This is an optimization exercise on Yosys and OpenROAD, whose aim is small area and a short achievable clock period, not a production implementation. RTL that was checked went through simulation tests only; none was proved equivalent to the original.

Setup of the previous run:
## fpga_trading_core
module fpga_trading_core (
    input  wire        clk,
    input  wire        rst_n,
    input  wire        market_data_valid,
    input  wire [31:0] market_data_price,
    input  wire [31:0] market_data_size,
    input  wire [1:0]  market_data_type,  
    output reg         send_order,
    output wire [31:0] best_bid_price,
    output wire [31:0] best_bid_size,
    output wire [31:0] best_ask_price,
    output wire [31:0] best_ask_size,
    output wire [15:0] book_imbalance_fixed,
    output wire [7:0]  trade_intensity,
    output wire        ai_prediction
);
Settings: LEC_CHECK=0, CAP_MARGIN=20, CORE_MARGIN=2, CORE_UTILIZATION=40, SLEW_MARGIN=20; clock period 320.0 ns.
run.sh (not shown) runs the stock make flow with config.mk's settings and CLKGATE_MAP_FILE= SYNTH_SCRIPT=/design/flow/synth_recipe.tcl, a recipe that flattens the netlist after the stock synthesis.
The previous run finished end to end and its layout was clean on timing, DRC and antenna.
The inputs of the current run differ from those of the previous run as listed below.
==> flow/flow/run.sh (new file) <==
#!/bin/bash
set -euo pipefail
MARGIN=${MARGIN:-254}
bash standard.sh SETUP_SLACK_MARGIN=$MARGIN finish > standard_flow.log 2>&1
==> flow/standard.sh (new file) <==
#!/bin/bash
# synth_recipe.tcl (not shown) runs the flow's synth.tcl, then flattens the netlist and writes it again
# the make line also repeats each setting of config.mk as NAME=value (left out here)
make -C /OpenROAD-flow-scripts/flow DESIGN_CONFIG=/design/flow/config.mk WORK_HOME=/design/flow/orfs CLKGATE_MAP_FILE= SYNTH_SCRIPT=/design/flow/synth_recipe.tcl "${@:-finish}"
removed: flow/run.sh
Findings:
- Relative to the previous run, the worst hold slack of the current run is higher by 4.7 ps.
- Across both runs, initial antenna violation count was higher for the current run than for the previous run.
- Global routing usage on met3: higher on the previous run
- The previous run ended up with feature_engine.pend_book$_DFF_PN0_ as its beginning of the critical path; the current run ended up with market_data_price[1].
- Taking the previous run as the reference, in the current run post-layout instance area increased 5.1%.
- Compared with the previous run, in the current run met2 layer usage reported by global route moved up; number of antenna repair diodes moved up; final critical-path required period moved down; critical path data arrival time moved down.
Function was not checked in any run of this note: the RTL went through the layout flow alone.

Setup of v9:
fpga_trading_core, a different RTL version from the one above (not shown whole).
Size: roughly 2,600 cells after synthesis, about 300 flip-flops, about 220 I/O pins, roughly 31,000 sq um of cells after synthesis.
==> flow/config.mk <==
export PLATFORM = sky130hd
export DESIGN_NAME = fpga_trading_core
export DESIGN_NICKNAME = fpga_trading_core
export VERILOG_FILES = /design/flow/design.v
export SDC_FILE = /design/flow/constraint.sdc
export NUM_CORES = 4
export LEC_CHECK = 0
export CAP_MARGIN = 20
export CORE_MARGIN = 2
export CORE_UTILIZATION = 40
export SLEW_MARGIN = 20
export SYNTH_HIERARCHICAL = 1
==> flow/constraint.sdc <==
create_clock -name core_clock -period 320.0 [get_ports {clk}]
set_input_delay 64.0000 -clock core_clock [delete_from_list [all_inputs] [get_ports {clk}]]
set_output_delay 64.0000 -clock core_clock [all_outputs]
set_load 0.01 [all_outputs]
standard.sh (not shown) runs the stock make flow with config.mk's settings and CLKGATE_MAP_FILE= SYNTH_SCRIPT=/design/flow/synth_recipe.tcl, a recipe that flattens the netlist after the stock synthesis.
==> flow/flow/run.sh <==
#!/bin/bash
# The standard layout (bash standard.sh), with these settings passed to its make:
#  - the port buffers are buf_1 cells;
#  - clock tree: clkbuf_8 cells, sink clusters of up to 16 flip-flops, no dummy loads.
# The make output goes to standard_flow.log; each tool's log is under orfs/logs/.
set -euo pipefail
MARGIN=254
bash standard.sh \
  "BUFFER_PORTS_ARGS=-buffer_cell sky130_fd_sc_hd__buf_1" \
  SETUP_SLACK_MARGIN=$MARGIN \
  "CTS_ARGS=-sink_clustering_enable -repair_clock_nets -buf_list sky130_fd_sc_hd__clkbuf_8 -sink_clustering_size 16 -sink_clustering_max_diameter 50 -dont_use_dummy_load" \
  finish > standard_flow.log 2>&1
Here is what was changed in the inputs of v39 compared with v9.
# v9
export LEC_CHECK = 0
export CAP_MARGIN = 20
export CORE_MARGIN = 2
export CORE_UTILIZATION = 40
export SLEW_MARGIN = 20
export SYNTH_HIERARCHICAL = 1
create_clock -name core_clock -period 320.0 [get_ports {clk}]
# v39
export LEC_CHECK = 0
export CAP_MARGIN = 5
export CORE_MARGIN = 2
export CORE_UTILIZATION = 40
export SLEW_MARGIN = 5
export SYNTH_HIERARCHICAL = 1
create_clock -name core_clock -period 320.0 [get_ports {clk}]
-- flow/flow/run.sh --
<<< v9, line 7
MARGIN=254
>>> v39, line 7
MARGIN=253.7
Results
Routed wire length (lower): v39. When v39 is set beside v9, its clock tree buffer count of the final layout turns out to be 4 larger. Of the two values seen for uppermost signal routing layer after detailed routing, met5 was produced by v39 and met4 by v9. v39 ended up with order_book.best_bid_size[11] as its endpoint of the most critical setup path; v9 ended up with ai_prediction. The met3 layer wire length in the routed design of v39 exceeds that of v9 by about 11%. Diff v39..v9 | area after synthesis | unchanged. In the reports for v39 and v9, the smaller non-clock buffer count belongs to v39. In the metrics for v39 and v9, the one carrying the lower final weighted congestion of routability-driven global placement is v9. Delta (v39 minus v9): maximum number of pins on one net before global-route repair increased 99, worst slack on hold paths climbed 37 ps, proportion of final cell area spent on non-clock buffers lost 0.72 points.

port drivers added, routing unchanged:
How much do the figures lean on ideal ports? The routed layouts below were timed once more, with nothing changed but the port constraints.
Step 1, drivers: a clkbuf_16 drives clk and a buf_2 each remaining input, both assumed.
Step 2 adds t to the input delays and takes it off the output delays; t is the mean of the earliest and latest rising clock arrival at the registers after step 1. Input paths then give back, and output paths get back, about the clock's delay inside the block.
Three values: ideal, step 1, step 2; two values: the first two.
run | shift t [ns] | slack for setup (ns) | worst setup path at the end | latest minus earliest clock arrival (ns) | pins driven straight from the clock port
the previous run | 0.619 | 250.137 / 250.137 / 250.075 | input to register | 0.030 / 0.030 | 1
the current run | 0.629 | 252.482 / 252.498 / 251.870 | input to register | 0.041 / 0.041 | 1
v9 | 0.647 | 253.969 / 253.905 / 253.434 | input to register | 0.107 / 0.107 | 1
v39 | 0.669 | 253.791 / 253.823 / 253.160 | input to register | 0.130 / 0.131 | 1
After both steps every run listed still meets setup and hold. The setup slack of v39, which loses most, moves by +0.032 ns with the drivers and by -0.631 ns with both steps.
